Context: an optimization exercise on an open-source flow, tuned for small area, a short achievable clock period and few clock cycles. The choices shown serve that exercise and are no tape-out recipe. At most, simulation tests tie the RTL to the original design; equivalence was not proved.

==> 11-26 <==
==> flow/design.v (excerpt) <==
module mult1(clk, rst, start, ack, multiplicand, multiplier, product, done);
Settings: LEC_CHECK=0, CAP_MARGIN=20, CORE_MARGIN=2, CORE_UTILIZATION=60, SETUP_SLACK_MARGIN=2.2, SLEW_MARGIN=20, SYNTH_HIERARCHICAL=1, SYNTH_MINIMUM_KEEP_SIZE=0; clock period 5.0 ns.
standard.sh (not shown) runs the stock make flow with config.mk's settings and CLKGATE_MAP_FILE= SYNTH_SCRIPT=/design/flow/synth_recipe.tcl, a recipe that flattens the netlist after the stock synthesis.
==> flow/flow/run.sh <==
#!/bin/bash
# The standard layout (standard.sh: the ORFS synthesis and flow), with two changes:
# the port buffers that ORFS's buffer_ports inserts are the small sky130_fd_sc_hd__buf_1
# instead of the delay-cell buffer it picks by default (every port still gets a buffer),
# and clock tree synthesis adds no dummy load cells at the leaves.
set -euo pipefail
export BUFFER_PORTS_ARGS="-buffer_cell sky130_fd_sc_hd__buf_1"
export CTS_ARGS="-sink_clustering_enable -repair_clock_nets -dont_use_dummy_load -buf_list {sky130_fd_sc_hd__clkbuf_4 sky130_fd_sc_hd__clkbuf_8}"
bash standard.sh finish > standard.log 2>&1
==> 08-22 (differences from 11-26) <==
==> flow/flow/run.sh (replaced) <==
#!/bin/bash
# The standard layout (standard.sh: the ORFS synthesis and flow), with one change:
# the port buffers that ORFS's buffer_ports inserts are the small sky130_fd_sc_hd__buf_1
# instead of the delay-cell buffer it picks by default. Every port still gets a buffer.
set -euo pipefail
export BUFFER_PORTS_ARGS="-buffer_cell sky130_fd_sc_hd__buf_1"
bash standard.sh finish > standard.log 2>&1
- CORE_UTILIZATION: 60 -> 55
- SETUP_SLACK_MARGIN: 2.2 -> 2.0
==> run notes <==
In 11-26 the sequential share of layout area is higher than in 08-22, by 0.75 points. Die area: 08-22 is higher than 11-26 (about 9%). In 08-22 the utilization is lower than in 11-26, by 5.1 points. Of 08-22 and 11-26, 11-26 has the higher register-to-register slack (gap 0.18 ns). Against 11-26, the setup slack of 08-22 is lower by 0.18 ns. In 11-26 the final area is smaller than in 08-22, by about 1.8%. Between 11-26 and 08-22, the lower fmax is in 08-22 (gap about 7%, measured against 08-22). Against 08-22, the final cell count of 11-26 is lower by about 3.3%. Of 08-22 and 11-26, 11-26 has the higher routed wire length (gap about 0.9%, measured against 11-26).
Testbench counts of 11-26, summed over its fixed seeds: cycles 3,299.
Testbench counts of 08-22, summed over its fixed seeds: cycles 3,299.

========
==> run a <==
Another version of the RTL of mult1 (not shown whole).
==> flow/config.mk <==
export PLATFORM = sky130hd
export DESIGN_NAME = mult1
export DESIGN_NICKNAME = mult1
export VERILOG_FILES = /design/flow/design.v
export SDC_FILE = /design/flow/constraint.sdc
export NUM_CORES = 4
export LEC_CHECK = 0
export CAP_MARGIN = 20
export CORE_MARGIN = 2
export CORE_UTILIZATION = 65
export SETUP_SLACK_MARGIN = 2.2
export SLEW_MARGIN = 20
export SYNTH_HIERARCHICAL = 1
export SYNTH_MINIMUM_KEEP_SIZE = 0
==> flow/constraint.sdc <==
create_clock -name core_clock -period 5.0 [get_ports {clk}]
set_input_delay 1.0000 -clock core_clock [delete_from_list [all_inputs] [get_ports {clk}]]
set_output_delay 1.0000 -clock core_clock [all_outputs]
set_load 0.01 [all_outputs]
==> flow/flow/run.sh <==
#!/bin/bash
# The standard layout (standard.sh: the ORFS synthesis and flow), with one change:
# the port buffers that ORFS's buffer_ports inserts are the small sky130_fd_sc_hd__buf_1
# instead of the delay-cell buffer it picks by default. Every port still gets a buffer.
set -euo pipefail
export BUFFER_PORTS_ARGS="-buffer_cell sky130_fd_sc_hd__buf_1"
bash standard.sh finish > standard.log 2>&1
==> inputs of run b, as changes to run a <==
--- a/flow/design.v
+++ b/flow/design.v
@@ -261,16 +261,15 @@
 reg [34:0] s_q;      
 reg [33:0] c_q;      
 reg [7:0]  sl_q;     
 reg [7:0]  cl_q;     
 reg        cy_q;     
 reg        ng_q;     
-reg        sm_q;     
 assign done    = done_q;
 assign product = {a_q, b_q};
-wire last = (cnt == 2'd3) | sm_q;
+wire last = (cnt == 2'd3);
 wire [9:0] nb = idle_q ? {multiplier[9:2], 2'b00} : {b_q[17:16] & {2{cnt != 2'd2}}, b_q[15:9], 1'b0};
 wire [3:0] one_d, two_d, neg_d;
 mult1_enc e1 (.b(nb[3:1]), .one(one_d[0]), .two(two_d[0]), .neg(neg_d[0]));
 mult1_enc e2 (.b(nb[5:3]), .one(one_d[1]), .two(two_d[1]), .neg(neg_d[1]));
 mult1_enc e3 (.b(nb[7:5]), .one(one_d[2]), .two(two_d[2]), .neg(neg_d[2]));
 mult1_enc e4 (.b(nb[9:7]), .one(one_d[3]), .two(two_d[3]), .neg(neg_d[3]));
@@ -449,18 +448,15 @@
 		idle_q  <= 1'b1;
 		iter_q  <= 1'b0;
 		fin_q   <= 1'b0;
 		done_q  <= 1'b0;
 		first_q <= 1'b1;
 		cnt     <= 2'd0;
-		sm_q    <= 1'b0;
 	end else begin
 		idle_q  <= (idle_q & ~start) | (done_q & ack);
 		iter_q  <= (idle_q & start & a_nz & b_nz) | (iter_q & ~last);
-		if (idle_q)
-			sm_q <= ~|multiplier[31:8];
 		fin_q   <= iter_q & last;
 		done_q  <= fin_q | (idle_q & start & ~(a_nz & b_nz)) | (done_q & ~ack);
 		first_q <= idle_q;
 		cnt     <= iter_q ? cnt + 2'd1 : 2'd0;
 	end
 always @(posedge clk) begin
@@ -472,15 +468,12 @@
 	ng_q <= neg4;
 end
 always @(posedge clk)
 	if (idle_q) begin
 		a_q <= multiplicand & {32{b_nz}};
 		b_q <= multiplier & {32{a_nz}};
-	end else if (fin_q & sm_q) begin
-		a_q <= {24'b0, sum[39:32]};
-		b_q <= sum[31:0];
 	end else if (iter_q | fin_q) begin
 		b_q <= {lo[7:0], b_q[31:8]};
 		if (fin_q)
 			a_q <= sum[39:8];
 	end
 endmodule
==> flow/flow/run.sh (replaced) <==
#!/bin/bash
# The standard layout (standard.sh: the ORFS synthesis and flow), with two changes:
# the port buffers that ORFS's buffer_ports inserts are the small sky130_fd_sc_hd__buf_1
# instead of the delay-cell buffer it picks by default (every port still gets a buffer),
# and clock tree synthesis adds no dummy load cells at the leaves.
set -euo pipefail
export BUFFER_PORTS_ARGS="-buffer_cell sky130_fd_sc_hd__buf_1"
export CTS_ARGS="-sink_clustering_enable -repair_clock_nets -dont_use_dummy_load -buf_list {sky130_fd_sc_hd__clkbuf_4 sky130_fd_sc_hd__clkbuf_8}"
bash standard.sh finish > standard.log 2>&1
Settings changed: PLACE_DENSITY set to 0.75.
==> inputs of run c, as changes to run a <==
--- a/flow/design.v
+++ b/flow/design.v
@@ -261,16 +261,15 @@
 reg [34:0] s_q;      
 reg [33:0] c_q;      
 reg [7:0]  sl_q;     
 reg [7:0]  cl_q;     
 reg        cy_q;     
 reg        ng_q;     
-reg        sm_q;     
 assign done    = done_q;
 assign product = {a_q, b_q};
-wire last = (cnt == 2'd3) | sm_q;
+wire last = (cnt == 2'd3);
 wire [9:0] nb = idle_q ? {multiplier[9:2], 2'b00} : {b_q[17:16] & {2{cnt != 2'd2}}, b_q[15:9], 1'b0};
 wire [3:0] one_d, two_d, neg_d;
 mult1_enc e1 (.b(nb[3:1]), .one(one_d[0]), .two(two_d[0]), .neg(neg_d[0]));
 mult1_enc e2 (.b(nb[5:3]), .one(one_d[1]), .two(two_d[1]), .neg(neg_d[1]));
 mult1_enc e3 (.b(nb[7:5]), .one(one_d[2]), .two(two_d[2]), .neg(neg_d[2]));
 mult1_enc e4 (.b(nb[9:7]), .one(one_d[3]), .two(two_d[3]), .neg(neg_d[3]));
@@ -449,18 +448,15 @@
 		idle_q  <= 1'b1;
 		iter_q  <= 1'b0;
 		fin_q   <= 1'b0;
 		done_q  <= 1'b0;
 		first_q <= 1'b1;
 		cnt     <= 2'd0;
-		sm_q    <= 1'b0;
 	end else begin
 		idle_q  <= (idle_q & ~start) | (done_q & ack);
 		iter_q  <= (idle_q & start & a_nz & b_nz) | (iter_q & ~last);
-		if (idle_q)
-			sm_q <= ~|multiplier[31:8];
 		fin_q   <= iter_q & last;
 		done_q  <= fin_q | (idle_q & start & ~(a_nz & b_nz)) | (done_q & ~ack);
 		first_q <= idle_q;
 		cnt     <= iter_q ? cnt + 2'd1 : 2'd0;
 	end
 always @(posedge clk) begin
@@ -472,15 +468,12 @@
 	ng_q <= neg4;
 end
 always @(posedge clk)
 	if (idle_q) begin
 		a_q <= multiplicand & {32{b_nz}};
 		b_q <= multiplier & {32{a_nz}};
-	end else if (fin_q & sm_q) begin
-		a_q <= {24'b0, sum[39:32]};
-		b_q <= sum[31:0];
 	end else if (iter_q | fin_q) begin
 		b_q <= {lo[7:0], b_q[31:8]};
 		if (fin_q)
 			a_q <= sum[39:8];
 	end
 endmodule
Settings changed: CTS_BUF_LIST set to sky130_fd_sc_hd__clkbuf_4 sky130_fd_sc_hd__clkbuf_8, SETUP_SLACK_MARGIN 2.2 to 2.0.
==> summary of the runs <==
In run a the via count is higher than in run b, by 1.5%.
Critical path depth is the same in run a and run b.
Between run c and run b, the lower maximum frequency is in run c (gap about 3.5%, measured against run b).
In run a the die area is higher than in run c, by about 2.3%.
The lowest final cell count belongs to run c, the highest to run a.
First-iteration DRC count, highest first: run b, run a, run c.
Between run c and run a, the lower core utilization is in run c (gap 2.7 points).
Testbench counts of run b, summed over its fixed seeds: cycles 3,299.
Testbench counts of run c, summed over its fixed seeds: cycles 3,299.
The RTL of run a was laid out without a check of its function.

==> port drivers added, routing unchanged <==
In the flow no input, the clock included, has a driving cell. The finished layouts below were timed again as built, in two steps.
Step 1 (the two cells are an assumption about what drives the block):
set clk [get_ports {clk}]
set_driving_cell -lib_cell sky130_fd_sc_hd__clkbuf_16 $clk
set_driving_cell -lib_cell sky130_fd_sc_hd__buf_2 [delete_from_list [all_inputs] $clk]
Step 2 adds t to the input delays and takes it off the output delays; t is the mean of the earliest and latest rising clock arrival at the registers after step 1. Input paths then give back, and output paths get back, about the clock's delay inside the block.
a / b / c = no drivers / after step 1 / after step 2; a / b = the first two.
| run | t, ns | setup slack, ns | worst data-port slew with drivers (ns) |
|---|---|---|---|
| 11-26 | 0.499 | 2.280 / 2.280 / 1.933 | 0.04 |
| 08-22 | 0.488 | 2.098 / 2.098 / 1.738 | 0.05 |
| run a | 0.494 | 2.112 / 2.112 / 1.867 | 0.06 |
| run b | 0.499 | 2.172 / 2.172 / 1.897 | 0.04 |
| run c | 0.504 | 2.070 / 2.070 / 2.008 | 0.04 |
After both steps every run listed still meets setup and hold. The setup slack of 08-22, which loses most, moves by 0.000 ns with the drivers and by -0.360 ns with both steps.
